This design comes from an exercise in tuning for a short achievable clock period and few clock cycles on the open sky130 flow, not from production work. Function was checked by simulation only, so behaviour that the tests miss may differ from the original. Power figures rest on the tool's default switching activity, not on a simulated workload.

==> design/flow/design.v <==
module flopr # (parameter WIDTH = 8)
(input clk, reset,load,
input [WIDTH-1:0] d,
output [WIDTH-1:0] q);
reg [WIDTH-1:0] data;
assign q = data;
always @ (posedge clk)
begin
if(reset)
	data <= 0;
else if(load)
	data <= d;
end
endmodule 
module mux2 # (parameter WIDTH = 8)
(input [WIDTH-1:0] d0, d1, input s,
output [WIDTH-1:0] y);
assign y = s ? d1 : d0;
endmodule
module aomux #(parameter N = 2, parameter W = 8)
(input [N-1:0] sel,
input [N*W-1:0] v,
output reg [W-1:0] y);
integer k;
always @(*) begin
	y = {W{1'b0}};
	for (k = 0; k < N; k = k + 1)
		y = y | ({W{sel[k]}} & v[k*W +: W]);
end
endmodule
module acc_mux #(parameter N = 8)
(input [N-1:0]d0,d1,d2,d3,
input [1:0] sel,
output reg [N-1:0] out);
always@(*)
	begin 
		case(sel)
		2'b00: out <= d0;
		2'b01: out <= d1;
		2'b10: out <= d2;
		2'b11: out <= d3;
		default: out <= d0;
		endcase
	end
endmodule
module jump_mux #(parameter N = 6)
(input[N-1:0] d0,d1,d2,d3,
input [1:0] sel,
output reg [N-1:0] out);
always@(*)
 begin
	case(sel)
	2'b00: out <= d0;
	2'b01: out <= d1;
	2'b10: out <= d2;
	2'b11: out <= d3;
	default: out <= d1;
	endcase
 end
endmodule 
module pcplus(input[5:0] d,
output [5:0] q);
assign q = d + 6'd1; 
endmodule
module relplus(input[5:0] a,b,
output[5:0] OUT);
assign OUT =  a + {3'b000,b[2:0]};
endmodule 
module relminus(input[5:0]a,b,
output[5:0] OUT);
assign OUT =  a - {3'b000,b[2:0]};
endmodule 
module pg8(input [7:0] a, b, output [7:0] p, g);
assign p = a ^ b;
assign g = a & b;
endmodule
module cla8(input [7:0] p, g, input cin, output [8:1] c);
wire [7:0] g0 = {g[7:1], g[0] | (p[0] & cin)};
wire [7:0] G1, P1, G2, P2, G3;
assign G1[0] = g0[0];                 assign P1[0] = p[0];
assign G1[1] = g0[1] | p[1] & g0[0];  assign P1[1] = p[1] & p[0];
assign G1[2] = g0[2];                 assign P1[2] = p[2];
assign G1[3] = g0[3] | p[3] & g0[2];  assign P1[3] = p[3] & p[2];
assign G1[4] = g0[4];                 assign P1[4] = p[4];
assign G1[5] = g0[5] | p[5] & g0[4];  assign P1[5] = p[5] & p[4];
assign G1[6] = g0[6];                 assign P1[6] = p[6];
assign G1[7] = g0[7] | p[7] & g0[6];  assign P1[7] = p[7] & p[6];
assign G2[1:0] = G1[1:0];             assign P2[1:0] = P1[1:0];
assign G2[2] = G1[2] | P1[2] & G1[1]; assign P2[2] = P1[2] & P1[1];
assign G2[3] = G1[3] | P1[3] & G1[1]; assign P2[3] = P1[3] & P1[1];
assign G2[5:4] = G1[5:4];             assign P2[5:4] = P1[5:4];
assign G2[6] = G1[6] | P1[6] & G1[5]; assign P2[6] = P1[6] & P1[5];
assign G2[7] = G1[7] | P1[7] & G1[5]; assign P2[7] = P1[7] & P1[5];
assign G3[3:0] = G2[3:0];
assign G3[4] = G2[4] | P2[4] & G2[3];
assign G3[5] = G2[5] | P2[5] & G2[3];
assign G3[6] = G2[6] | P2[6] & G2[3];
assign G3[7] = G2[7] | P2[7] & G2[3];
assign c = G3;
endmodule
module xor8(input [7:0] a, b, output [7:0] y);
assign y = a ^ b;
endmodule
module add8(input [7:0] a, b, input cin, output [7:0] s);
wire [7:0] p, g;
wire [8:1] c;
pg8 upg (a, b, p, g);
cla8 ucl (p, g, cin, c);
xor8 usm (p, {c[7:1], cin}, s);
endmodule
module addz8(input [7:0] a, b, input cin, output z);
wire [7:0] p = a ^ b;
wire [7:0] k = a | b;
assign z = (p == {k[6:0], cin});
endmodule
module andpre6(input [5:0] x, output [5:1] c);
assign c[1] = x[0];
assign c[2] = x[0] & x[1];
assign c[3] = x[0] & x[1] & x[2];
assign c[4] = (x[0] & x[1]) & (x[2] & x[3]);
assign c[5] = (x[0] & x[1]) & (x[2] & x[3]) & x[4];
endmodule
module xor6(input [5:0] a, b, output [5:0] y);
assign y = a ^ b;
endmodule
module inc6(input [5:0] x, output [5:0] y);
wire [5:1] c;
andpre6 uc (x, c);
xor6 ux (x, {c, 1'b1}, y);
endmodule
module inc6b(input [5:0] x, output [5:0] y);
wire [5:0] h;
inc6 ui ({1'b0, x[5:1]}, h);
assign y = {h[4:0], x[0]};
endmodule
module cla8n(input [7:0] p, g, output [7:1] c);
wire [7:0] G1, P1, G2, P2;
assign G1[0] = g[0];                  assign P1[0] = p[0];
assign G1[1] = g[1] | p[1] & g[0];    assign P1[1] = p[1] & p[0];
assign G1[2] = g[2];                  assign P1[2] = p[2];
assign G1[3] = g[3] | p[3] & g[2];    assign P1[3] = p[3] & p[2];
assign G1[4] = g[4];                  assign P1[4] = p[4];
assign G1[5] = g[5] | p[5] & g[4];    assign P1[5] = p[5] & p[4];
assign G1[6] = g[6];                  assign P1[6] = p[6];
assign G2[1:0] = G1[1:0];
assign G2[2] = G1[2] | P1[2] & G1[1];
assign G2[3] = G1[3] | P1[3] & G1[1];
assign G2[5:4] = G1[5:4];
assign G2[6] = G1[6] | P1[6] & G1[5];
assign c[4:1] = G2[3:0];
assign c[5] = G2[4] | P1[4] & G2[3];
assign c[6] = G2[5] | (P1[5] & P1[4]) & G2[3];
assign c[7] = G2[6] | (P1[6] & P1[5]) & G2[3];
endmodule
module add8n(input [7:0] a, b, output [7:0] s);
wire [7:0] p, g;
wire [7:1] c;
pg8 upg (a, b, p, g);
cla8n ucl (p, g, c);
xor8 usm (p, {c, 1'b0}, s);
endmodule
module andpre8(input [7:0] x, output [7:1] c);
wire a01 = x[0] & x[1];
wire a23 = x[2] & x[3];
wire a45 = x[4] & x[5];
wire a03 = a01 & a23;
assign c[1] = x[0];
assign c[2] = a01;
assign c[3] = a01 & x[2];
assign c[4] = a03;
assign c[5] = a03 & x[4];
assign c[6] = a03 & a45;
assign c[7] = a03 & a45 & x[6];
endmodule
module inc8(input [7:0] x, output [7:0] y);
wire [7:1] c;
andpre8 uc (x, c);
xor8 ux (x, {c, 1'b1}, y);
endmodule
module amux_late(input clr, input [7:0] early, input [6:0] sel,
input [7:0] v0, v1, v2, v3, v4, v5, v6, output [7:0] y);
assign y = {8{!clr}} & (early | ({8{sel[0]}} & v0) | ({8{sel[1]}} & v1) |
                                ({8{sel[2]}} & v2) | ({8{sel[3]}} & v3) |
                                ({8{sel[4]}} & v4) | ({8{sel[5]}} & v5) |
                                ({8{sel[6]}} & v6));
endmodule
module shifter(a,sel,out);
	input [7:0] a;
	input [1:0] sel;
	output reg [7:0] out;
	always@(*)
	begin
		case(sel)
		2'b00:out = a;
		2'b01:out = a << 1;
		2'b10:out = a >> 1;
		2'b11:out = {a[0],a[7:1]};
		default: out = a;
	endcase
	end
endmodule 
module regfile(input[7:0] D,input[2:0] address ,input we,clock,reset,
output [7:0] out);
reg [7:0] register [7:0];
integer i;
always@(posedge clock)
begin
	if(reset)
	begin
		for(i = 0; i < 8; i = i + 1)
			register[i] <= 8'd0;
	end
	else if(we)
	begin
		register[address] <= D; 
	end
end
assign out = register[address];
endmodule 
module datapath(input clk,reset,
				input [7:0] readdata,
				input IRload,
				input [1:0] Jmpmuxsel,
				input PCload,
				input MemInst,
				input MRload,
				input [1:0] Asel,
				input Aload,
				input RFwr,
				input [2:0] ALUsel,
				input [1:0] Shiftsel,
				input outen,
				input [7:0] IN,
				output [7:0] accout,
				output [7:0]OUT,
				output [7:0] INSTR,
				output [5:0] address 
				);				
wire [7:0] result,rfout;
wire [7:0] aluout;
wire [7:0] amux_out; 
wire [5:0] MAout;
wire [5:0] PCout,pos_sign,neg_sign,PCplusone;
wire [5:0] JMPmuxOut; 
flopr #(8) IR (clk,reset,IRload,readdata,INSTR);
flopr #(6) MA (clk,reset,MRload,readdata[5:0],MAout);
flopr #(6) PC(clk,reset,PCload,JMPmuxOut,PCout);
relplus pos(PCout,INSTR[5:0],pos_sign);
relminus min(PCout,INSTR[5:0],neg_sign);
pcplus pcplusone(PCout,PCplusone);
jump_mux #(6) JMPmux(PCplusone,readdata[5:0],neg_sign,pos_sign,Jmpmuxsel,JMPmuxOut);
mux2 #(6) MemMux(PCout,MAout,MemInst,address);
acc_mux #(8) accmux4(result,rfout,IN,readdata,Asel,amux_out);
flopr #(8) accumlator(clk,reset,Aload,amux_out,accout);
regfile RF(accout,INSTR[2:0],RFwr,clk,reset,rfout);
alu ALU(accout,rfout,ALUsel,aluout);
shifter shiftReg(aluout,Shiftsel,result);
flopr #(8) OUTREG(clk,reset,outen,accout,OUT);
endmodule
module controller(input clk,reset,
			     input [7:0] instr,
				  input [7:0] A,
				  output MemWr,
				  output [1:0] JMPmux,Shiftsel,Asel,
				  output IRload,MRload,PCload,MemInst,Aload,RFwr,OutEn,
				  output [2:0] ALUsel,
				  output halted
				  );
wire [5:0] present;
reg [5:0] next;
reg [5:0] next_c;
reg [16:0] bits;
localparam FETCH = 6'd0,
		   DECODE = 6'd1,
			NOP = 6'd2,
		   LDA = 6'd3,
		   STA = 6'd4,
		   LDM = 6'd5,
		   STM = 6'd6,
		   LDI = 6'd7,
		   AND = 6'd8,
		   OR = 6'd9,
		   ADD = 6'd10,
		   SUB = 6'd11,
		   NOT = 6'd12,
		   INC = 6'd13,
		   DEC = 6'd14,
		   SHFL = 6'd15,
		   SHFR = 6'd16,
		   ROTR = 6'd17,
		   IN = 6'd18,
		   OUT = 6'd19,
		   HALT = 6'd20,
		   JMP = 6'd21,
		   JMPR = 6'd22,
		   JZ = 6'd23,
		   JZR = 6'd24,
		   JNZ = 6'd25,
		   JNZR = 6'd26,
		   JP = 6'd27,
		   JPR = 6'd28,
		   LDMC2 = 6'd29,
		   STMC2 = 6'd30;
assign present = reset ? 6'd0 : next;
always@(posedge clk)
begin
	if(reset)
		next <= 6'd0;
	else
		next <= next_c;
end
always@(*)
begin
			bits = 17'd0;
			next_c = 6'd0;
			case(present)
				FETCH:
					begin					
						bits = 17'b10001000000000000;
						next_c = DECODE;
					end
				DECODE:
				begin
						bits = 17'd0;
					if(instr == 8'b0000_0000)
						next_c = NOP;
					else if(instr[7:4] == 4'b0001)
						next_c = LDA;
					else if(instr[7:4] == 4'b0010)
						next_c = STA;
					else if(instr[7:4] == 4'b0011)
						next_c = LDM;
					else if(instr[7:4] == 4'b0100)
						next_c = STM;
					else if(instr[7:4] == 4'b0101)
						next_c = LDI;
					else if(instr[7:4] == 4'b1010)
						next_c = AND;
					else if(instr[7:4] == 4'b1011)
						next_c = OR;
					else if(instr[7:4] == 4'b1100)
						next_c = ADD;
					else if(instr[7:4] == 4'b1101)
						next_c = SUB;
					else if(instr == 8'b1110_0000)
						next_c = NOT;
					else if(instr == 8'b1110_0001)
						next_c = INC;
					else if(instr == 8'b1110_0010)
						next_c = DEC;
					else if(instr == 8'b1110_0011)
						next_c = SHFL;
					else if(instr == 8'b1110_0100)
						next_c = SHFR;
					else if(instr == 8'b1110_0101)
						next_c = ROTR;
					else if(instr == 8'b1111_0000)
						next_c = IN;
					else if(instr == 8'b1111_0001)
						next_c = OUT;
					else if(instr == 8'b1111_0010)
						next_c = HALT;
					else if(instr[7:4] == 4'b0110)
					begin
						if(instr[3:0] == 4'd0)
							next_c = JMP;
						else
							next_c = JMPR;
					end
					else if(instr[7:4] == 4'b0111)
					begin
						if(instr[3:0] == 4'd0)
							next_c = JZ;
						else
							next_c = JZR;
					end
					else if(instr[7:4] == 4'b1000)
					begin
						if(instr[3:0] == 4'd0)
							next_c = JNZ;
						else 
							next_c = JNZR;
					end					
					else if(instr[7:4] == 4'b1001)
					begin
						if(instr[3:0]== 4'd0)	
							next_c = JP;
						else	
							next_c = JPR;
					end
					else 
						next_c = FETCH;
				end
				NOP:
					begin
						bits = 17'b00000000000000000;
						next_c = FETCH;
					end
				LDA:
					begin
						bits = 17'b00000000110000000;
						next_c = FETCH;
					end
				STA:
					begin
						bits = 17'b00000000001000000;
						next_c = FETCH;
					end
				LDM:
					begin
						bits = 17'b01001000000000000;
						next_c = LDMC2;
					end
				STM:
					begin 
						bits = 17'b01001000000000000;
						next_c = STMC2;
					end
				LDI:
					begin
						bits = 17'b00001001110000000;
						next_c = FETCH;
					end
				AND:
					begin
						bits = 17'b00000000010001000;
						next_c = FETCH;
					end
				OR:
					begin
						bits = 17'b00000000010010000;
						next_c = FETCH;
					end
				ADD:
					begin
						bits = 17'b00000000010100000;
						next_c = FETCH;
					end
				SUB:
					begin
						bits = 17'b00000000010101000;
						next_c = FETCH;
					end
				NOT:
					begin
						bits = 17'b00000000010011000;
						next_c = FETCH;
					end
				INC:
					begin
						bits = 17'b00000000010110000;
						next_c = FETCH;
					end
				DEC:
					begin
						bits = 17'b00000000010111000;
						next_c = FETCH;
					end
				SHFL:
					begin
						bits = 17'b00000000010000010;
						next_c = FETCH;
					end
				SHFR:
					begin
						bits = 17'b00000000010000100;
						next_c = FETCH;
					end
				ROTR:
					begin
						bits = 17'b00000000010000110;
						next_c = FETCH;
					end
				IN:
					begin
						bits = 17'b00000001010000000;
						next_c = FETCH;
					end
				OUT:
					begin
						bits = 17'b00000000000000001;
						next_c = FETCH;
					end
				HALT:
					begin
						bits = 17'd0;
						next_c = HALT;
					end
				LDMC2:
					begin
						bits = 17'b00000101110000000;
						next_c = FETCH;
					end
				STMC2:
					begin
						bits = 17'b00000110000000000;
						next_c = FETCH;
					end
				JMP:
					begin
						bits = 17'b00011000000000000;
						next_c = FETCH;
					end
				JMPR:
					begin
						if(instr[3:0] == 4'd0)
							bits = 17'd0;
						else
						begin
							if(instr[3] == 1'd0) 
								bits = 17'b00111000000000000;
							else 
								bits = 17'b00101000000000000;
						end
					next_c = FETCH;
					end
				JZ:
					begin
						if(A == 8'b0)
							bits = 17'b00011000000000000;
						else  
							bits = 17'b00001000000000000;
						next_c = FETCH;
					end
				JZR:
					begin
						if(A == 8'b0 && instr[3:0]!= 4'd0)
							begin
								if(instr[3] == 1'd0) 
									bits = 17'b00111000000000000;
								else 
									bits = 17'b00101000000000000;
							end
						else 
							bits =17'd0;
						next_c = FETCH;
					end
				JNZ:
					begin
						if(A != 8'b0)
							bits = 17'b00011000000000000;
						else
							bits = 17'b00001000000000000;
						next_c = FETCH;
					end
				JNZR:
					begin
						if(A!=8'b0 && instr[3:0] != 4'd0)
							begin
								if(instr[3] == 1'd0) 
									bits = 17'b00111000000000000;
								else 
									bits = 17'b00101000000000000;
							end
						else  
							bits = 17'd0;
						next_c = FETCH;
					end
				JP:
					begin
						if(A[7] == 1'd0 && A !=8'd0 ) 
							bits = 17'b00011000000000000;
						else  
							bits = 17'b00001000000000000;
						next_c = FETCH;
					end
				JPR:
					begin
						if(A[7] == 1'd0 && instr[3:0] != 4'd0)
							begin
								if(instr[3] == 1'd0) 
									bits = 17'b00111000000000000;
								else 
									bits = 17'b00101000000000000;
							end
						else  
							bits = 17'd0;
					next_c = FETCH;
					end
			default:
				begin
					bits = 17'd0;
					next_c = FETCH;
				end
			endcase
end
assign IRload = bits[16];
assign MRload = bits[15];
assign JMPmux = bits[14:13];
assign PCload = bits[12];
assign MemInst = bits[11];
assign MemWr = bits[10];
assign Asel = bits[9:8];
assign Aload = bits [7];
assign RFwr = bits [6];
assign ALUsel = bits [5:3];
assign Shiftsel = bits [2:1];
assign OutEn = bits[0];
assign halted = (present == HALT);	
endmodule 
module my_cpu(input clk,reset,
output[5:0] address,
output memWr,
output[7:0] writedata,
input [7:0] readdata,IN,
output [7:0] OUT,
output halted
);
localparam NE = 4;       
integer i;
genvar gi;
reg mf;              
reg m_o;             
reg m_d;             
reg ld_d;            
reg wr, hlt;
reg [5:0] addr;      
reg [5:0] addr_o;    
reg [7:0] A, WD, OUTr;
reg zf, nf;          
reg [7:0] R [0:7];
reg x_binc, x_bdec;  
reg x_b, x_and, x_or, x_add, x_sub, x_not, x_inc, x_dec, x_shl, x_shr, x_rot, x_in, x_opnd;
reg x_awe, x_out;
reg x_one;           
reg [7:0] x_stv;     
reg [2:0] mq;        
reg rfill;           
reg [7:0] B, opnd;
reg [7:0] INr;       
reg k_ldi, k_ldm, k_stm, k_abs;    
reg [4:0] bc;        
reg brel;            
reg [5:0] alt;       
reg [5:0] ret;       
reg [5:0] ipc;       
reg [5:0] rf_tag, rf_tgt, rf_tm1, rf_qa, rf_qa2;
reg [5:0] ipcm1;     
reg pfill;
reg [7:0] pf_kind;
reg [4:0] pf_bc;
reg pf_pd;
reg [7:0] pf_tgt;
reg [5:0] pf_tag, pf_tm1, pf_fall, pf_qa, pf_qa2;
reg [5:0] ipc1;      
reg [15*6-1:0] rtc;  
reg [15:1] x_lov;    
reg [4:0] rf_bc;
reg          e_v [0:NE-1];
reg [5:0]    e_tag [0:NE-1];
reg [5:0]    e_qa [0:NE-1];
reg [7:0]    e_kind [0:NE-1];    
reg [5:0]    e_qa2 [0:NE-1];     
reg [5:0]    e_fall [0:NE-1];    
reg [NE-1:0] e_br;               
reg [4:0]    e_bc [0:NE-1];
reg [NE-1:0] hv;                 
reg [7:0]    e_tgt [0:NE-1];
reg [5:0]    e_tm1 [0:NE-1];     
reg [2:0]    e_c3 [0:NE-1];      
reg [NE-1:0] e_ptr;              
reg [NE-1:0] e_pd;               
reg [NE-1:0] e_sk;               
reg [NE-1:0] e_uf;               
reg [NE-1:0] hvp;                
assign address = addr_o;
assign memWr = wr;
assign writedata = WD;
assign OUT = OUTr;
assign halted = hlt;
wire [7:0] d = readdata;
wire [3:0] hi = d[7:4];
wire [3:0] lo = d[3:0];
wire [15:0] hiv, lov;
generate for (gi = 0; gi < 16; gi = gi + 1) begin : nib
	assign hiv[gi] = hi == gi;
	assign lov[gi] = lo == gi;
end endgenerate
function cond_of(input [4:0] c, input zf, input nf);
	cond_of = c[0] | (c[1] & zf) | (c[2] & !zf) | (c[3] & !nf & !zf) | (c[4] & !nf);
endfunction
function [2:0] cond3(input [4:0] c);
	cond3 = {cond_of(c, 1'b0, 1'b1), cond_of(c, 1'b0, 1'b0), cond_of(c, 1'b1, 1'b0)};
endfunction
wire z = zf;
wire n = nf;
wire misp = z ? mq[0] : n ? mq[2] : mq[1];
wire bcond = cond_of(bc, z, n);
wire fv = mf && !misp;       
wire fx = fv && !hlt;        
wire ldv = ld_d;
wire a_we = (x_awe) | ldv;
wire hold = !a_we;
wire [7:0] r_add, r_subn, r_inc, r_decn, r_binc, r_bdecn;
add8n uadd (A, B, r_add);
add8n usub (~A, B, r_subn);
inc8 uinc (A, r_inc);
inc8 udec (~A, r_decn);
inc8 ubinc (B, r_binc);
inc8 ubdec (~B, r_bdecn);
wire [6:0] l_sel = {ldv, x_bdec, x_binc, x_dec, x_inc, x_sub, x_add};
wire [9:0] a_sel = {hold,
                    x_opnd, x_in, x_rot, x_shr, x_shl,
                    x_not, x_or, x_and, x_b};
wire [10*8-1:0] a_val = {A,
                         opnd, INr, {A[0], A[7:1]}, {1'b0, A[7:1]}, {A[6:0], 1'b0},
                         ~A, A | B, A & B, B};
wire [7:0] a_early, w_early, a_next, wd_next;
aomux #(10, 8) amx (a_sel, a_val, a_early);
aomux #(10, 8) wmx (a_sel, a_val, w_early);
amux_late aml (reset, a_early, l_sel, r_add, ~r_subn, r_inc, ~r_decn, r_binc, ~r_bdecn, d, a_next);
amux_late wml (reset, w_early, l_sel, r_add, ~r_subn, r_inc, ~r_decn, r_binc, ~r_bdecn, d, wd_next);
wire [9:0] n7_val;
generate for (gi = 0; gi < 10; gi = gi + 1) begin : nv
	assign n7_val[gi] = a_val[gi*8 + 7];
end endgenerate
wire n_early, nf_pre;
aomux #(10, 1) nmx7 (a_sel, n7_val, n_early);
aomux #(8, 1) nml ({l_sel, 1'b1}, {d[7], ~r_bdecn[7], r_binc[7], ~r_decn[7], r_inc[7], ~r_subn[7], r_add[7], n_early}, nf_pre);
wire nf_next = !reset & nf_pre;
wire z_add;
addz8 uzadd (A, B, 1'b0, z_add);
wire [9:0] z_val = {zf,
                    opnd == 8'd0, INr == 8'd0, zf, A[7:1] == 7'd0, A[6:0] == 7'd0,
                    A == 8'hff, (A | B) == 8'd0, (A & B) == 8'd0, B == 8'd0};
wire z_early, zf_pre;
aomux #(10, 1) zmx (a_sel, z_val, z_early);
aomux #(8, 1) zml ({l_sel, 1'b1}, {d == 8'd0, B == 8'd1, B == 8'hff, A == 8'd1, A == 8'hff, A == B, z_add, z_early}, zf_pre);
wire zf_next = reset | zf_pre;
wire op_lda = hiv[1];
wire op_sta = hiv[2];
wire op_ldm = hiv[3];
wire op_stm = hiv[4];
wire op_ldi = hiv[5];
wire op_and = hiv[10];
wire op_or  = hiv[11];
wire op_add = hiv[12];
wire op_sub = hiv[13];
wire op_not = hiv[14] & lov[0];
wire op_inc = hiv[14] & lov[1];
wire op_dec = hiv[14] & lov[2];
wire op_shl = hiv[14] & lov[3];
wire op_shr = hiv[14] & lov[4];
wire op_rot = hiv[14] & lov[5];
wire op_in  = hiv[15] & lov[0];
wire op_out = hiv[15] & lov[1];
wire op_hlt = hiv[15] & lov[2];
wire op_br  = |hiv[9:6];
wire lo0 = lov[0];
wire op_abs = op_br & lo0;
wire op_rel = op_br & !lo0;
wire op_two = op_ldi | op_ldm | op_stm | op_abs;
wire [4:0] f_bc = {hiv[9] & !lo0, hiv[9] & lo0, hiv[8], hiv[7], hiv[6]};
wire [5:0] a_p1, a_p2;
inc6 uap1 (addr, a_p1);
inc6b uap2 (addr, a_p2);
wire [NE-1:0] e_usef, e_relk, e_pbk, e_takek, e_ldik, e_memk, e_ldmk, e_stmk, e_pak, e_pik;
wire [NE*5-1:0] e_bck;
wire [NE*3-1:0] e_mqk;
wire [NE-1:0] e_mqk_any;    
wire [NE*6-1:0] e_nx1, e_nx0, e_altk;
wire [NE*8-1:0] e_tgtk;
generate for (gi = 0; gi < NE; gi = gi + 1) begin : look
	wire br = e_br[gi];
	wire sk = e_sk[gi];
	wire pred = e_pd[gi];
	wire take = pred;
	wire [5:0] fall = e_fall[gi];
	assign e_usef[gi] = e_uf[gi];    
	assign e_relk[gi] = e_kind[gi][4];
	assign e_pbk[gi] = e_kind[gi][5];
	assign e_pak[gi] = e_kind[gi][6];
	assign e_pik[gi] = e_kind[gi][6] & e_tgt[gi][0];
	assign e_bck[gi*5 +: 5] = e_bc[gi];
	assign e_mqk[gi*3 +: 3] = {3{br}} & (e_c3[gi] ^ {3{pred}});
	assign e_takek[gi] = take;
	assign e_mqk_any[gi] = br;
	assign e_ldik[gi] = e_kind[gi][0];
	assign e_ldmk[gi] = e_kind[gi][1];
	assign e_stmk[gi] = e_kind[gi][2];
	assign e_memk[gi] = e_kind[gi][1] | e_kind[gi][2];
	assign e_nx1[gi*6 +: 6] = sk ? fall : e_tgt[gi][5:0];
	assign e_nx0[gi*6 +: 6] = (sk | br) ? fall : e_tgt[gi][5:0];
	assign e_altk[gi*6 +: 6] = take ? fall : e_tgt[gi][5:0];
	assign e_tgtk[gi*8 +: 8] = e_tgt[gi];
end endgenerate
wire hit = |hv;
wire h_ldi = |(hv & e_ldik);
wire h_ldm = |(hv & e_ldmk);
wire h_stm = |(hv & e_stmk);
wire h_mem = |(hv & e_memk);
wire h_pa = |(hv & e_pak);
wire h_pinc = |(hv & e_pik);
wire h_abs = |(hv & ~e_relk & ~e_pbk & e_mqk_any);
wire h_rel = |(hv & e_relk);
wire [4:0] h_bc;
aomux #(NE, 5) hbc (hv, e_bck, h_bc);
wire h_pd = |(hv & e_pd);
wire [7:0] ht;
aomux #(NE, 8) htm (hv, e_tgtk, ht);
wire [2:0] h_mq;
aomux #(NE, 3) hmq (hv, e_mqk, h_mq);
wire o_ret = k_ldi | (k_abs & !bcond);
wire [5:0] h_nx1, h_nx0;
aomux #(NE, 6) hn1 (hv, e_nx1, h_nx1);
aomux #(NE, 6) hn0 (hv, e_nx0, h_nx0);
wire h_take = |(hv & e_takek);
wire [15*6-1:0] a_rel;
generate for (gi = 1; gi < 16; gi = gi + 1) begin : rel
	wire [7:0] sum;
	if (gi < 8)
		add8 ur ({2'b00, addr}, 8'd1 + gi, 1'b0, sum);
	else
		add8 ur ({2'b00, addr}, 8'd1 - (gi - 8), 1'b0, sum);
	assign a_rel[(gi-1)*6 +: 6] = sum[5:0];
end endgenerate
wire [5:0] rt_sel;
aomux #(15, 6) rmx (x_lov, rtc, rt_sel);
wire [5:0] redir = brel ? rt_sel : alt;
wire go = !reset & !misp;      
wire [5:0] n_sel = {misp & !reset, (m_d | (m_o & o_ret)) & go, m_o & !o_ret & go,
                    mf & !hit & go, mf & hit & h_take & go, mf & hit & !h_take & go};
wire [6*6-1:0] n_val = {redir, ret, d[5:0], a_p1, h_nx1, h_nx0};
wire [5:0] addr_next, addr_o_next;
aomux #(6, 6) nmx (n_sel, n_val, addr_next);
aomux #(6, 6) nmxo (n_sel, n_val, addr_o_next);
wire [5:0] alt_next;
aomux #(NE, 6) lmx (hv, e_altk, alt_next);
wire [8*8-1:0] b_val;
generate for (gi = 0; gi < 8; gi = gi + 1) begin : bv
	assign b_val[gi*8 +: 8] = (x_stv[gi]) ? WD : R[gi];
end endgenerate
wire [7:0] b_next;
aomux #(8, 8) bmx (lov[15:8] | lov[7:0], b_val, b_next);
wire fill = m_o | rfill | pfill;
wire [5:0] f_tag = m_o ? ipc : rfill ? rf_tag : pf_tag;
wire [5:0] f_qa = m_o ? ipc1 : rfill ? rf_qa : pf_qa;
wire [5:0] f_qa2 = m_o ? ret : rfill ? rf_qa2 : pf_qa2;
wire [5:0] f_tm1 = m_o ? ipcm1 : rfill ? rf_tm1 : pf_tm1;
wire [5:0] f_fall = m_o ? ret : rfill ? rf_qa : pf_fall;
wire [7:0] f_kind = m_o ? {4'b0000, k_abs, k_stm, k_ldm, k_ldi} : rfill ? 8'b00010000 : pf_kind;
wire [4:0] f_bcv = m_o ? bc : rfill ? rf_bc : pf_bc;
wire [7:0] f_tgt = m_o ? d : rfill ? {2'b00, rf_tgt} : pf_tgt;
wire f_pd = m_o ? bcond : rfill | pf_pd;
wire seq = ipc1 == addr;
wire pb_see = fx & seq & (|x_stv) & (h_abs | h_rel);
wire pa_see = fx & seq & x_b & (op_inc | op_dec);
wire op_nop = hiv[0] | (hiv[14] & (lo[3] | (lo[2] & lo[1]))) | (hiv[15] & (lo[3] | lo[2] | (lo[1] & lo[0])));
wire op_one = hiv[0] | hiv[1] | hiv[2] | (hi[3] & hi[1]) | (hiv[12] | hiv[13]) |
              (hiv[14] & !op_nop) | (hiv[15] & !op_hlt & !op_nop) | op_nop;
wire ps_see = fx & seq & x_one & op_nop;
wire [NE-1:0] hv_next;
generate for (gi = 0; gi < NE; gi = gi + 1) begin : hvn
	wire fs = (rfill | pfill) & e_ptr[gi];
	wire eq_p1 = addr == e_tm1[gi];
	wire [NE-1:0] eq_nx;
	genvar gk;
	for (gk = 0; gk < NE; gk = gk + 1) begin : nx
		wire eq_t = e_tgt[gk][5:0] == e_tag[gi];
		wire eq_f = e_fall[gk] == e_tag[gi];
		assign eq_nx[gk] = e_usef[gk] ? eq_f : eq_t;
	end
	assign hv_next[gi] = e_v[gi] & !fs & mf & go & ((!hit & eq_p1) | |(hv & eq_nx));
end endgenerate
always @(posedge clk) begin
	if (reset) begin
		mf <= 1'b1; m_o <= 1'b0; m_d <= 1'b0; ld_d <= 1'b0;
		wr <= 1'b0; hlt <= 1'b0;
		OUTr <= 8'd0;
		for (i = 0; i < 8; i = i + 1) R[i] <= 8'd0;
		x_b <= 1'b0; x_and <= 1'b0; x_or <= 1'b0; x_add <= 1'b0; x_sub <= 1'b0;
		x_not <= 1'b0; x_inc <= 1'b0; x_dec <= 1'b0; x_shl <= 1'b0; x_shr <= 1'b0;
		x_rot <= 1'b0; x_in <= 1'b0; x_opnd <= 1'b0; x_awe <= 1'b0; x_out <= 1'b0;
		x_stv <= 8'd0; mq <= 3'd0; rfill <= 1'b0; pfill <= 1'b0;
		x_binc <= 1'b0; x_bdec <= 1'b0; x_one <= 1'b0;
		e_ptr <= {{NE-1{1'b0}}, 1'b1};
		for (i = 0; i < NE; i = i + 1) e_v[i] <= 1'b0;
	end else begin
		for (i = 0; i < 8; i = i + 1)
			if (x_stv[i]) R[i] <= WD;
		if (x_out) OUTr <= WD;
		if (fv && op_hlt) hlt <= 1'b1;
		x_b   <= fx & op_lda & !h_pa;
		x_binc <= fx & h_pa & h_pinc; x_bdec <= fx & h_pa & !h_pinc; x_and <= fx & op_and; x_or  <= fx & op_or;
		x_add <= fx & op_add; x_sub <= fx & op_sub; x_not <= fx & op_not;
		x_inc <= fx & op_inc; x_dec <= fx & op_dec; x_shl <= fx & op_shl;
		x_shr <= fx & op_shr; x_rot <= fx & op_rot; x_in  <= fx & op_in;
		x_out <= fx & op_out;
		for (i = 0; i < 8; i = i + 1) x_stv[i] <= fx & op_sta & (d[2:0] == i);
		x_opnd <= fx & h_ldi;
		x_awe <= fx & (op_lda | op_and | op_or | op_add | op_sub | op_not | op_inc |
		         op_dec | op_shl | op_shr | op_rot | op_in | h_ldi);
		mf <= !((fv & ((op_two & !hit) | h_mem)) | (m_o & (k_ldm | k_stm)));
		m_o <= fv & op_two & !hit;
		m_d <= (fv & h_mem) | (m_o & (k_ldm | k_stm));
		ld_d <= ((fv & ((op_ldi & !hit) | h_ldm)) | (m_o & k_ldm)) & !hlt;
		wr <= ((fv & h_stm) | (m_o & k_stm)) & !hlt;
		mq <= {3{fv}} & (hit ? h_mq : {3{op_rel}} & cond3(f_bc));
		rfill <= misp & brel;
		pfill <= pb_see | pa_see | ps_see;
		x_one <= fx & !hit & op_one & !op_hlt;
		hvp <= hv & {NE{mf}};
		if (fill) begin
			for (i = 0; i < NE; i = i + 1)
				if (e_ptr[i]) e_v[i] <= 1'b1;
			e_ptr <= {e_ptr[NE-2:0], e_ptr[NE-1]};
		end
		if (m_d && wr) begin
			for (i = 0; i < NE; i = i + 1)
				if (e_tag[i] == addr || e_qa[i] == addr || e_qa2[i] == addr) e_v[i] <= 1'b0;
		end
	end
end
always @(posedge clk) begin
	addr <= addr_next;
	addr_o <= addr_o_next;
	hv <= hv_next;
	A <= a_next;
	WD <= wd_next;
	zf <= zf_next;
	nf <= nf_next;
	B <= b_next;
	INr <= IN;
	opnd <= ht;
	alt <= alt_next;
	brel <= !hit;
	rf_tag <= ipc;
	rf_tgt <= redir;
	rtc <= a_rel;
	x_lov <= lov[15:1];
	rf_tm1 <= ipcm1;
	rf_qa <= ipc1;
	rf_bc <= bc;
	if (misp & !brel) begin
		e_pd <= e_pd ^ hvp;
		e_uf <= e_uf ^ (hvp & e_br);
	end
	rf_qa2 <= ret;
	pf_tag <= ipc;
	pf_tm1 <= ipcm1;
	pf_fall <= h_abs ? a_p2 : a_p1;
	pf_qa <= ipc1;
	pf_qa2 <= a_p1;
	pf_kind <= (h_abs | h_rel) ? 8'b00100000 : (op_inc | op_dec) ? 8'b01000000 : 8'b10000000;
	pf_bc <= h_bc;
	pf_pd <= h_pd;
	pf_tgt <= (h_abs | h_rel) ? ht : {7'd0, op_inc};
	for (i = 0; i < NE; i = i + 1)
		if (fill && e_ptr[i]) begin
			e_tag[i] <= f_tag;
			e_qa[i] <= f_qa;
			e_tm1[i] <= f_tm1;
			e_fall[i] <= f_fall;
			e_br[i] <= f_kind[3] | f_kind[4] | f_kind[5];
			e_qa2[i] <= f_qa2;
			e_kind[i] <= f_kind;
			e_bc[i] <= f_bcv;
			e_c3[i] <= cond3(f_bcv);
			e_pd[i] <= f_pd;
			e_sk[i] <= f_kind[0] | f_kind[6] | f_kind[7];
			e_uf[i] <= f_kind[0] | f_kind[6] | f_kind[7] | ((f_kind[3] | f_kind[4] | f_kind[5]) & !f_pd);
			e_tgt[i] <= f_tgt;
		end
	if (mf) begin
		k_ldi <= op_ldi; k_ldm <= op_ldm; k_stm <= op_stm; k_abs <= op_abs;
		bc <= f_bc;
		ret <= a_p2;
		ipc <= addr;
		ipc1 <= a_p1;
		ipcm1 <= addr - 6'd1;
	end
end
endmodule
==> design/flow/run.sh <==
#!/bin/bash
# synth_recipe.tcl (not shown) runs the flow's synth.tcl, then flattens the netlist and writes it again
# the make line also repeats each setting of config.mk as NAME=value (left out here)
make -C /OpenROAD-flow-scripts/flow DESIGN_CONFIG=/design/flow/config.mk WORK_HOME=/design/flow/orfs CLKGATE_MAP_FILE= SYNTH_SCRIPT=/design/flow/synth_recipe.tcl finish
==> design/flow/config.mk <==
export PLATFORM = sky130hd
export DESIGN_NAME = my_cpu
export DESIGN_NICKNAME = my_cpu
export VERILOG_FILES = /design/flow/design.v
export SDC_FILE = /design/flow/constraint.sdc
export NUM_CORES = 4
export LEC_CHECK = 0
export CAP_MARGIN = 20
export CORE_MARGIN = 2
export CORE_UTILIZATION = 40
export SETUP_SLACK_MARGIN = 3.0
export SLEW_MARGIN = 20
export SYNTH_HIERARCHICAL = 1
==> design/flow/constraint.sdc <==
create_clock -name core_clock -period 5.0 [get_ports {clk}]
set_input_delay 1.0000 -clock core_clock [delete_from_list [all_inputs] [get_ports {clk}]]
set_output_delay 1.0000 -clock core_clock [all_outputs]
set_load 0.01 [all_outputs]
==> flow_metrics.env, run 1 <==
export IMPL_status="no timing/DRC/antenna violations"
export IMPL_die_w_um=283
export IMPL_antenna_found_initial=1
export IMPL_syn_area_per_cell_um2=11.40
export IMPL_grt_pass1_vias=22645
export IMPL_cp_arrival_ns=2.64
export IMPL_port_buffers=41
export IMPL_dieArea_mm2=0.08009
export IMPL_crit_top_cell="buf_12"
export IMPL_largest_register_ffs=90
export IMPL_synth_warnings=28
export IMPL_end_kind="register"
export IMPL_p_int_mw=9.646
export IMPL_cts_tree="built"
export IMPL_crit_path_cell_trace="buf_12, buf_12, mux2i_4, xor2_1, nand4_1, nor4_1, nor4_2, nor2_1"
export IMPL_path_buf_inv=2
export IMPL_post_place_cells=3818
export IMPL_largest_register="rtc"
export IMPL_netlist_area_mm2=0.03114
export IMPL_critPathSlowestCell="nor4_1"
export IMPL_overflow=0
export IMPL_p_switching_mw=3.405
export IMPL_drive_gt1_share_pct=25.68
export IMPL_final_min_clock_period_ns=2.120
export IMPL_grt_start_max_net_pins=74
export IMPL_clk_latency_ns=0.61
export IMPL_grt_pass1_wl_um=141000
export IMPL_final_setup_tns_ns=0
export IMPL_start_util_pct=40.33
export IMPL_cts_buffer_depth=3
export IMPL_ios=42
export IMPL_drtIter0Drc=2215
export IMPL_die_y_um=283
export IMPL_seqPwrFrac_pct=46.7
export IMPL_instances_no_fill=4114
export IMPL_netSwitchingFraction_pct=26.09
export IMPL_cts_sinks=612
export IMPL_relSlewSlack_pct=28.40
export IMPL_ant_nets=0
export IMPL_crit_type="reg -> reg"
export IMPL_dr_pass1_iters=5
export IMPL_wl_per_cell_um=22.89
export IMPL_grt_setup_unrepaired="yes"
export IMPL_post_route_period_util_pct=42.41
export IMPL_vias_per_cell=5.585
export IMPL_clkTransAtPathRegs_ns=0.06
export IMPL_top_regs="rtc (90), R (64), e_tgt (32)"
export IMPL_drc_errors=0
export IMPL_post_dp_hpwl_um=61410
export IMPL_required_ns=5.52
export IMPL_htree_levels=3
export IMPL_peakVddDrop_v=0.0002562
export IMPL_final_common_cell="dfxtp_1"
export IMPL_num_nets_final=3165
export IMPL_clock_skew_ns=0.02441
export IMPL_pwr_share_comb_pct=14.4
export IMPL_rrSetupSlack_ns=2.88
export IMPL_wirelength_um=94180
export IMPL_fmax_mhz=471.6
export IMPL_finalHoldViolCount=0
export IMPL_slowest_delay_ns=0.49
export IMPL_maxCapViolCount=0
export IMPL_synthCells=2732
export IMPL_vias=22975
export IMPL_cts_root_buf="clkbuf_16"
export IMPL_rows=102
export IMPL_gp_congestion=0.9173
export IMPL_startpoint_type="register"
export IMPL_path_max_fanout=5
export IMPL_p_per_area_mw_per_mm2=346.0
export IMPL_finalSetupViolations=0
export IMPL_clockPowerShare_pct=38.9
export IMPL_drv_slew=0
export IMPL_cts_made_buffers=68
export IMPL_hold_class="reg -> reg"
export IMPL_grt_usage_pct=22.69
export IMPL_worstMarginPinSlew_ns=1.073
export IMPL_placeableCoreArea_mm2=0.07721
export IMPL_synthToLayoutAreaGrowth_pct=21.16
export IMPL_fin_hold_ws_ns=0.3649
export IMPL_critPathTopFamily="simple AND/OR/NAND/NOR gates"
export IMPL_power_leakage_nw=15.31
export IMPL_final_cell_mix="dfxtp_1 (286), xor2_1 (280), edfxtp_1 (261)"
repair_timing:
action	in CTS	in global routing
hold buffers	0	0
gates resized for setup	316	98
setup buffers	101	56
setup endpoints to repair	446	99
gates cloned	9	3
endpoints found under the hold margin	0	0
pin swaps	34	36
metrics by stage:
stage                     worst slack [ns]  power [mW]  cell area (um2)  utilization [%]
after floorplan                      2.752       7.326            31920                -
after global placement               1.763       7.799            32850            42.54
after detailed placement             1.710       7.861            32850            42.54
after CTS                            2.821       13.06            36790            47.65
after global routing                 2.827       13.56            37720            48.85
final                                2.880       13.05            37720            48.86
power groups by stage:
stage          clock [mW]  sequential (mW)  combinational, mW
2_1_floorplan           0             6.10               1.23
3_3_place_gp            0             6.26               1.54
3_5_place_dp            0             6.27               1.59
4_1_cts              5.16             6.10               1.80
5_1_grt              5.36             6.14               2.06
6_report             5.07             6.10               1.88
layout make-up:
cell class | count | area (um2)
Tap cell | 1040 | 1301
Antenna cell | 2 | 5.005
Sequential cell | 612 | 15060
Multi-Input combinational cell | 2018 | 16370
Fill cell | 6906 | 39490
Clock inverter | 29 | 357.8
Timing Repair Buffer | 228 | 2308
Clock buffer | 96 | 1898
Timing Repair inverter | 8 | 60.06
Inverter | 81 | 362.8
routing by layer:
layer	vias to the layer above	track usage, %	wire length [um]
met1	11507	31.43	42450
met3	155	2.995	5586
met4	0	7.274	2345
li1	10499	-	-
met2	814	36.69	43790
met5	-	0	0
worst register-to-register path, stage by stage, from the launching register on:
cell and delay (ns):
edfxtp_1 0.41, buf_12 0.17, buf_12 0.15, mux2i_4 0.25, xor2_1 0.18, nand4_1 0.10
nor4_1 0.49, nor4_2 0.14, nor2_1 0.15
worst paths after layout:
kind / cells after the start / start / to
worst min register to register: 0 / ipc[1] / rf_tag[1]
worst max-delay path: 8 / e_uf[3] / hv[1]
worst max register to register: 8 / e_uf[3] / hv[1]
worst min-delay path: 0 / ipc[1] / rf_tag[1]
Testbench counts, summed over its fixed seeds: cycles 47,734.
==> run 2: changes to the inputs <==
--- a/design/flow/design.v
+++ b/design/flow/design.v
@@ -663,4 +663,6 @@
 reg [NE-1:0] e_sk;               
 reg [NE-1:0] e_uf;               
+reg [5:0]    e_nxp [0:NE-1];     
+reg [5:0]    e_alp [0:NE-1];     
 reg [NE-1:0] hvp;                
 assign address = addr_o;
@@ -759,5 +761,5 @@
 wire [NE*3-1:0] e_mqk;
 wire [NE-1:0] e_mqk_any;    
-wire [NE*6-1:0] e_nx1, e_nx0, e_altk;
+wire [NE*6-1:0] e_nxk, e_altk;
 wire [NE*8-1:0] e_tgtk;
 generate for (gi = 0; gi < NE; gi = gi + 1) begin : look
@@ -780,7 +782,6 @@
 	assign e_stmk[gi] = e_kind[gi][2];
 	assign e_memk[gi] = e_kind[gi][1] | e_kind[gi][2];
-	assign e_nx1[gi*6 +: 6] = sk ? fall : e_tgt[gi][5:0];
-	assign e_nx0[gi*6 +: 6] = (sk | br) ? fall : e_tgt[gi][5:0];
-	assign e_altk[gi*6 +: 6] = take ? fall : e_tgt[gi][5:0];
+	assign e_nxk[gi*6 +: 6] = e_nxp[gi];
+	assign e_altk[gi*6 +: 6] = e_alp[gi];
 	assign e_tgtk[gi*8 +: 8] = e_tgt[gi];
 end endgenerate
@@ -802,8 +803,6 @@
 aomux #(NE, 3) hmq (hv, e_mqk, h_mq);
 wire o_ret = k_ldi | (k_abs & !bcond);
-wire [5:0] h_nx1, h_nx0;
-aomux #(NE, 6) hn1 (hv, e_nx1, h_nx1);
-aomux #(NE, 6) hn0 (hv, e_nx0, h_nx0);
-wire h_take = |(hv & e_takek);
+wire [5:0] h_nx;
+aomux #(NE, 6) hnx (hv, e_nxk, h_nx);
 wire [15*6-1:0] a_rel;
 generate for (gi = 1; gi < 16; gi = gi + 1) begin : rel
@@ -819,10 +818,10 @@
 wire [5:0] redir = brel ? rt_sel : alt;
 wire go = !reset & !misp;      
-wire [5:0] n_sel = {misp & !reset, (m_d | (m_o & o_ret)) & go, m_o & !o_ret & go,
-                    mf & !hit & go, mf & hit & h_take & go, mf & hit & !h_take & go};
-wire [6*6-1:0] n_val = {redir, ret, d[5:0], a_p1, h_nx1, h_nx0};
+wire [4:0] n_sel = {misp & !reset, (m_d | (m_o & o_ret)) & go, m_o & !o_ret & go,
+                    mf & !hit & go, mf & hit & go};
+wire [5*6-1:0] n_val = {redir, ret, d[5:0], a_p1, h_nx};
 wire [5:0] addr_next, addr_o_next;
-aomux #(6, 6) nmx (n_sel, n_val, addr_next);
-aomux #(6, 6) nmxo (n_sel, n_val, addr_o_next);
+aomux #(5, 6) nmx (n_sel, n_val, addr_next);
+aomux #(5, 6) nmxo (n_sel, n_val, addr_o_next);
 wire [5:0] alt_next;
 aomux #(NE, 6) lmx (hv, e_altk, alt_next);
@@ -843,4 +842,5 @@
 wire [7:0] f_tgt = m_o ? d : rfill ? {2'b00, rf_tgt} : pf_tgt;
 wire f_pd = m_o ? bcond : rfill | pf_pd;
+wire f_uf = f_kind[0] | f_kind[6] | f_kind[7] | ((f_kind[3] | f_kind[4] | f_kind[5]) & !f_pd);
 wire seq = ipc1 == addr;
 wire pb_see = fx & seq & (|x_stv) & (h_abs | h_rel);
@@ -857,7 +857,5 @@
 	genvar gk;
 	for (gk = 0; gk < NE; gk = gk + 1) begin : nx
-		wire eq_t = e_tgt[gk][5:0] == e_tag[gi];
-		wire eq_f = e_fall[gk] == e_tag[gi];
-		assign eq_nx[gk] = e_usef[gk] ? eq_f : eq_t;
+		assign eq_nx[gk] = e_nxp[gk] == e_tag[gi];
 	end
 	assign hv_next[gi] = e_v[gi] & !fs & mf & go & ((!hit & eq_p1) | |(hv & eq_nx));
@@ -935,4 +933,9 @@
 		e_pd <= e_pd ^ hvp;
 		e_uf <= e_uf ^ (hvp & e_br);
+		for (i = 0; i < NE; i = i + 1)
+			if (hvp[i] & e_br[i]) begin
+				e_nxp[i] <= e_alp[i];
+				e_alp[i] <= e_nxp[i];
+			end
 	end
 	rf_qa2 <= ret;
@@ -959,5 +962,7 @@
 			e_pd[i] <= f_pd;
 			e_sk[i] <= f_kind[0] | f_kind[6] | f_kind[7];
-			e_uf[i] <= f_kind[0] | f_kind[6] | f_kind[7] | ((f_kind[3] | f_kind[4] | f_kind[5]) & !f_pd);
+			e_uf[i] <= f_uf;
+			e_nxp[i] <= f_uf ? f_fall : f_tgt[5:0];
+			e_alp[i] <= f_uf ? f_tgt[5:0] : f_fall;
 			e_tgt[i] <= f_tgt;
 		end
==> flow_metrics.env, run 2 <==
export IMPL_syn_area_per_cell_um2=11.28
export IMPL_drtIter0Drc=2312
export IMPL_power_leakage_nw=14.93
export IMPL_ant_nets=0
export IMPL_overflow=0
export IMPL_synthToLayoutAreaGrowth_pct=19.14
export IMPL_crit_top_cell="buf_4"
export IMPL_cts_root_buf="clkbuf_16"
export IMPL_wl_per_cell_um=22.78
export IMPL_crit_type="reg -> reg"
export IMPL_post_dp_hpwl_um=59740
export IMPL_dpl_cell_area_mm2=0.03251
export IMPL_clock_skew_ns=0.02301
export IMPL_num_nets_final=3114
export IMPL_final_min_clock_period_ns=2.243
export IMPL_final_common_cell="dfxtp_1"
export IMPL_vias=22861
export IMPL_grt_pass1_vias=22444
export IMPL_design_area_mm2=0.03688
export IMPL_diodes=0
export IMPL_grt_start_max_net_pins=77
export IMPL_finalSetupViolations=0
export IMPL_hold_class="reg -> reg"
export IMPL_postLayoutCoreUtil_pct=47.84
export IMPL_status="no timing/DRC/antenna violations"
export IMPL_wirelength_um=92510
export IMPL_top_regs="rtc (90), R (64), e_tgt (32)"
export IMPL_crit_path_cell_trace="clkinv_8, ha_4, a21o_1, nand4_1, nand3_2, buf_4, buf_4, xor2_1, inv_1, a21oi_1, a41oi_1"
export IMPL_cts_tree="built"
export IMPL_die_w_um=282.2
export IMPL_dieArea_mm2=0.07963
export IMPL_cts_made_buffers=69
export IMPL_start_util_pct=40.16
export IMPL_largest_register="rtc"
export IMPL_path_buf_inv=4
export IMPL_n_fill_cell=6931
export IMPL_drive_gt1_share_pct=21.09
export IMPL_antenna_found_initial=1
export IMPL_grt_setup_unrepaired="yes"
export IMPL_die_y_um=282.2
export IMPL_vias_per_cell=5.631
export IMPL_synth_warnings=30
export IMPL_cts_buffer_depth=3
export IMPL_end_kind="register"
export IMPL_p_per_area_mw_per_mm2=358.0
export IMPL_maxCapViolCount=0
export IMPL_final_setup_tns_ns=0
export IMPL_final_cell_mix="dfxtp_1 (293), edfxtp_1 (277), xor2_1 (254)"
export IMPL_relSlewSlack_pct=27.45
export IMPL_required_ns=5.45
export IMPL_rows=102
export IMPL_grt_usage_pct=22.81
export IMPL_dr_pass1_iters=8
export IMPL_slowest_delay_ns=0.43
export IMPL_placeableCoreArea_mm2=0.07708
export IMPL_htree_levels=3
export IMPL_cts_sinks=628
export IMPL_largest_register_ffs=90
export IMPL_path_max_fanout=5
export IMPL_clkTransAtPathRegs_ns=0.06
export IMPL_peakVddDrop_v=0.0002422
export IMPL_drc_errors=0
export IMPL_grt_pass1_wl_um=137700
export IMPL_startpoint_type="register"
export IMPL_port_buffers=41
export IMPL_gp_congestion=0.9139
export IMPL_finalHoldViolCount=0
export IMPL_critPathTopFamily="compound AO/OA/AOI/OAI gates"
export IMPL_synthCells=2744
export IMPL_post_route_period_util_pct=44.85
export IMPL_ios=42
export IMPL_netlist_area_mm2=0.03095
export IMPL_ctsHoldBuffers=0
export IMPL_critPathSlowestCell="a41oi_1"
export IMPL_cp_arrival_ns=2.69
export IMPL_drv_slew=0
export IMPL_worstMarginPinSlew_ns=1.087
export IMPL_clk_latency_ns=0.61
export IMPL_fmax_mhz=445.9
run 2: power breakdown:
part           leakage, nW  switching (mW)  internal (mW)
Clock                 1.14            2.10           3.10
Combinational         8.29            1.03          0.772
Sequential            5.50           0.289           5.91
Total                 14.9            3.41           9.79
run 2: layout make-up:
class,instances,area (um2),area share (%)
clock inverter,21,252.7,0.6854
inverter,78,332.8,0.9025
timing repair buffer,201,2017,5.469
multi-input combinational,1988,15370,41.68
clock buffer,104,2083,5.649
sequential,628,15520,42.09
tap,1040,1301,3.529
run 2: through the flow:
step	setup WS (ns)	std cells	hold WS, ns	power (mW)
after floorplan	2.927	2885	0.3424	7.344
after global placement	1.649	3803	0.3493	7.819
after detailed placement	1.566	3803	0.3533	7.885
after CTS	2.784	4006	0.3677	13.23
after global routing	2.670	4060	0.3833	13.69
final	2.757	4060	0.3658	13.20
run 2: timing repair:
item                                    in CTS  in global routing
gates resized for setup                    331                 53
endpoints found under the setup margin     599                239
setup buffers                               75                 52
cloned                                       3                  2
pin swaps                                   34                 25
run 2: layer usage:
layer | track usage (%) | part of all wire [%] | vias up
met1 | 30.07 | 43 | 11412
met3 | 3.667 | 7.1 | 167
met5 | 0 | 0.0086 | -
met2 | 37.86 | 47 | 893
li1 | - | - | 10387
met4 | 8.208 | 3.0 | 2
run 2: final timing paths:
| kind | startpoint | end | slack, ns | depth (start not counted) |
|---|---|---|---|---|
| hold / removal | ipc[0] | pf_tag[0] | 0.37 | 0 |
| setup / recovery | A[0] | WD[5] | 2.76 | 11 |
| hold reg to reg | ipc[0] | pf_tag[0] | 0.37 | 0 |
| setup reg to reg | A[0] | WD[5] | 2.76 | 11 |
Testbench counts of run 2, summed over its fixed seeds: cycles 47,734.
==> run 3: changes to the inputs <==
--- a/design/flow/design.v
+++ b/design/flow/design.v
@@ -185,4 +185,11 @@
                                 ({8{sel[6]}} & v6));
 endmodule
+module amux_late_nc(input [7:0] early, input [6:0] sel,
+input [7:0] v0, v1, v2, v3, v4, v5, v6, output [7:0] y);
+assign y = early | ({8{sel[0]}} & v0) | ({8{sel[1]}} & v1) |
+                   ({8{sel[2]}} & v2) | ({8{sel[3]}} & v3) |
+                   ({8{sel[4]}} & v4) | ({8{sel[5]}} & v5) |
+                   ({8{sel[6]}} & v6);
+endmodule
 module shifter(a,sel,out);
 	input [7:0] a;
@@ -709,8 +716,11 @@
                          ~A, A | B, A & B, B};
 wire [7:0] a_early, w_early, a_next, wd_next;
-aomux #(10, 8) amx (a_sel, a_val, a_early);
-aomux #(10, 8) wmx (a_sel, a_val, w_early);
-amux_late aml (reset, a_early, l_sel, r_add, ~r_subn, r_inc, ~r_decn, r_binc, ~r_bdecn, d, a_next);
-amux_late wml (reset, w_early, l_sel, r_add, ~r_subn, r_inc, ~r_decn, r_binc, ~r_bdecn, d, wd_next);
+wire nr = !reset;
+wire [9:0] a_selg = a_sel & {10{nr}};
+wire [6:0] l_selg = l_sel & {7{nr}};
+aomux #(10, 8) amx (a_selg, a_val, a_early);
+aomux #(10, 8) wmx (a_selg, a_val, w_early);
+amux_late_nc aml (a_early, l_selg, r_add, ~r_subn, r_inc, ~r_decn, r_binc, ~r_bdecn, d, a_next);
+amux_late_nc wml (w_early, l_selg, r_add, ~r_subn, r_inc, ~r_decn, r_binc, ~r_bdecn, d, wd_next);
 wire [9:0] n7_val;
 generate for (gi = 0; gi < 10; gi = gi + 1) begin : nv
@@ -718,7 +728,7 @@
 end endgenerate
 wire n_early, nf_pre;
-aomux #(10, 1) nmx7 (a_sel, n7_val, n_early);
-aomux #(8, 1) nml ({l_sel, 1'b1}, {d[7], ~r_bdecn[7], r_binc[7], ~r_decn[7], r_inc[7], ~r_subn[7], r_add[7], n_early}, nf_pre);
-wire nf_next = !reset & nf_pre;
+aomux #(10, 1) nmx7 (a_selg, n7_val, n_early);
+aomux #(8, 1) nml ({l_selg, nr}, {d[7], ~r_bdecn[7], r_binc[7], ~r_decn[7], r_inc[7], ~r_subn[7], r_add[7], n_early}, nf_pre);
+wire nf_next = nf_pre;
 wire z_add;
 addz8 uzadd (A, B, 1'b0, z_add);
@@ -727,7 +737,7 @@
                     A == 8'hff, (A | B) == 8'd0, (A & B) == 8'd0, B == 8'd0};
 wire z_early, zf_pre;
-aomux #(10, 1) zmx (a_sel, z_val, z_early);
-aomux #(8, 1) zml ({l_sel, 1'b1}, {d == 8'd0, B == 8'd1, B == 8'hff, A == 8'd1, A == 8'hff, A == B, z_add, z_early}, zf_pre);
-wire zf_next = reset | zf_pre;
+aomux #(10, 1) zmx (a_selg, z_val, z_early);
+aomux #(9, 1) zml ({reset, l_selg, nr}, {1'b1, d == 8'd0, B == 8'd1, B == 8'hff, A == 8'd1, A == 8'hff, A == B, z_add, z_early}, zf_pre);
+wire zf_next = zf_pre;
 wire op_lda = hiv[1];
 wire op_sta = hiv[2];
==> flow_metrics.env, run 3 <==
export IMPL_die_y_um=283
export IMPL_post_place_ws_ns=1.448
export IMPL_clk_latency_ns=0.61
export IMPL_post_dp_hpwl_um=58710
export IMPL_r2r_start="B[1]"
export IMPL_setup_slack_ns=2.857
export IMPL_num_nets_final=3161
export IMPL_cts_sinks=628
export IMPL_largest_register="rtc"
export IMPL_maxCapViolCount=0
export IMPL_cts_root_buf="clkbuf_16"
export IMPL_final_cell_mix="dfxtp_1 (292), edfxtp_1 (277), xor2_1 (266)"
export IMPL_rows=102
export IMPL_worstMarginPinSlew_ns=0.7610
export IMPL_relSlewSlack_pct=49.04
export IMPL_finalHoldViolCount=0
export IMPL_overflow=0
export IMPL_p_int_mw=9.900
export IMPL_status="no timing/DRC/antenna violations"
export IMPL_cts_tree="built"
export IMPL_grt_setup_unrepaired="yes"
export IMPL_diodes=0
export IMPL_clkTransAtPathRegs_ns=0.06
export IMPL_port_buffers=41
export IMPL_largest_register_ffs=90
export IMPL_postLayoutCoreUtil_pct=48.77
export IMPL_peakVddDrop_v=0.0002435
export IMPL_cp_arrival_ns=2.61
export IMPL_whs_path_depth=0
export IMPL_drive_gt1_share_pct=23.77
export IMPL_netlist_area_mm2=0.03114
export IMPL_clockPowerShare_pct=39.8
export IMPL_hold_class="reg -> reg"
export IMPL_top_regs="rtc (90), R (64), e_tgt (32)"
export IMPL_grt_start_max_net_pins=79
export IMPL_end_kind="register"
export IMPL_ctsHoldBuffers=0
export IMPL_crit_type="reg -> reg"
export IMPL_grt_pass1_vias=22241
export IMPL_synthCells=2768
export IMPL_drc_errors=0
export IMPL_final_setup_tns_ns=0
export IMPL_dr_pass1_iters=6
export IMPL_synth_warnings=31
export IMPL_cts_made_buffers=70
export IMPL_startpoint_type="register"
export IMPL_gp_congestion=0.8906
export IMPL_path_max_fanout=3
export IMPL_dieArea_mm2=0.08009
export IMPL_grt_usage_pct=21.84
export IMPL_post_route_period_util_pct=42.85
export IMPL_final_common_cell="dfxtp_1"
export IMPL_pwr_share_comb_pct=13.8
export IMPL_syn_area_per_cell_um2=11.25
export IMPL_wirelength_um=92310
export IMPL_drtIter0Drc=2238
export IMPL_cts_buffer_depth=3
export IMPL_drv_slew=0
export IMPL_grt_pass1_wl_um=136200
export IMPL_vias_per_cell=5.606
export IMPL_start_util_pct=40.33
export IMPL_ant_nets=0
export IMPL_wl_per_cell_um=22.48
export IMPL_antenna_found_initial=1
export IMPL_netSwitchingFraction_pct=25.89
export IMPL_r2r_end="WD[7]"
export IMPL_instances_no_fill=4107
export IMPL_p_per_area_mw_per_mm2=354.7
export IMPL_vias=23022
export IMPL_required_ns=5.46
export IMPL_synthToLayoutAreaGrowth_pct=20.95
export IMPL_die_w_um=283
export IMPL_crit_start="B[1]"
export IMPL_p_switching_mw=3.459
export IMPL_final_min_clock_period_ns=2.143
export IMPL_htree_levels=3
export IMPL_ios=42
export IMPL_placeableCoreArea_mm2=0.07721
export IMPL_rrSetupSlack_ns=2.86
export IMPL_fmax_mhz=466.7
export IMPL_critPathCapture="WD[7]"
export IMPL_seqPwrFrac_pct=46.3
export IMPL_clock_skew_ns=0.02001
export IMPL_power_leakage_nw=15.40
export IMPL_finalPower_mw=13.36
export IMPL_post_place_cells=3832
export IMPL_finalSetupViolations=0
export IMPL_rr_worst_depth=9
[run 3: metal layers]
metal  vias up  part of all wire (%)  GRT usage, %
li1      10496                     -             -
met1     11395                    43         29.43
met2       947                    47         35.61
met3       182                   6.6         3.052
met4         2                   3.4         8.231
met5         -                 0.014             0
[run 3: final cells by class]
cell class,instances,area [um2]
fill,6828,39550
multi-input combinational,2005,15760
sequential,628,15540
timing repair buffer,229,2346
clock buffer,98,2086
tap,1040,1301
inverter,79,322.8
clock inverter,28,311.5
[run 3: worst max-delay path: stages (launching register included)]
cell	delay, ns
dfxtp_4	0.37
ha_4	0.24
a21o_1	0.19
nand4_1	0.11
nand3_2	0.11
a31o_1	0.23
xor2_2	0.17
a22o_1	0.24
a221oi_2	0.19
nand3_1	0.15
[run 3: what timing repair did]
action / in CTS / in global routing
pin swaps: 42 / 48
setup buffers: 75 / 66
setup endpoints to repair: 566 / 280
resized for setup: 351 / 120
gates cloned: 1 / 7
[run 3: worst min path at each step]
stage | end | from
floorplan | pf_tag[0] | ipc[0]
global placement | pf_tm1[1] | ipcm1[1]
detailed placement | pf_tm1[3] | ipcm1[3]
CTS | pf_tm1[0] | ipcm1[0]
global route | pf_tm1[0] | ipcm1[0]
finish | pf_tm1[0] | ipcm1[0]
[run 3: per-stage QoR]
step / hold WS [ns] / instance area [um2]
2_1_floorplan: 0.3424 / 31850
3_3_place_gp: 0.3487 / 32810
3_5_place_dp: 0.3522 / 32820
4_1_cts: 0.3621 / 36500
5_1_grt: 0.3624 / 37660
6_report: 0.3622 / 37660
[run 3: power groups by stage]
stage          Combinational, mW  Clock [mW]  Sequential, mW
2_1_floorplan               1.17           0            6.19
3_3_place_gp                1.47           0            6.35
3_5_place_dp                1.53           0            6.36
4_1_cts                     1.70        5.40            6.21
5_1_grt                     2.01        5.61            6.23
6_report                    1.85        5.32            6.19
Testbench counts of run 3, summed over its fixed seeds: cycles 47,734.

[separate check: timing with driven ports]
No port has a modelled driver above. Below, the same layouts with a new extraction and two added sets of constraints.
Step 1 assumes that a clkbuf_16 drives the clock port and a buf_2 every other input.
Step 2 adds t to the input delays and takes it off the output delays; t is the mean of the earliest and latest rising clock arrival at the registers after step 1. Input paths then give back, and output paths get back, about the clock's delay inside the block.
Slacks: ideal ports / drivers / drivers and shift; pairs: ideal ports / drivers.
run	t, ns	setup slack, ns	worst setup path at the end	worst register clock-pin slew, ns	pins driven straight from the clock port
run 1	0.657	2.880 / 2.824 / 2.425	input to register	0.06 / 0.06	1
run 2	0.659	2.757 / 2.757 / 2.365	input to register	0.06 / 0.06	1
run 3	0.667	2.857 / 2.818 / 2.362	input to register	0.06 / 0.06	1
After both steps setup and hold are still met in every run listed. For run 3, which loses most, drivers alone change the setup slack by -0.039 ns; drivers and shift together by -0.495 ns.
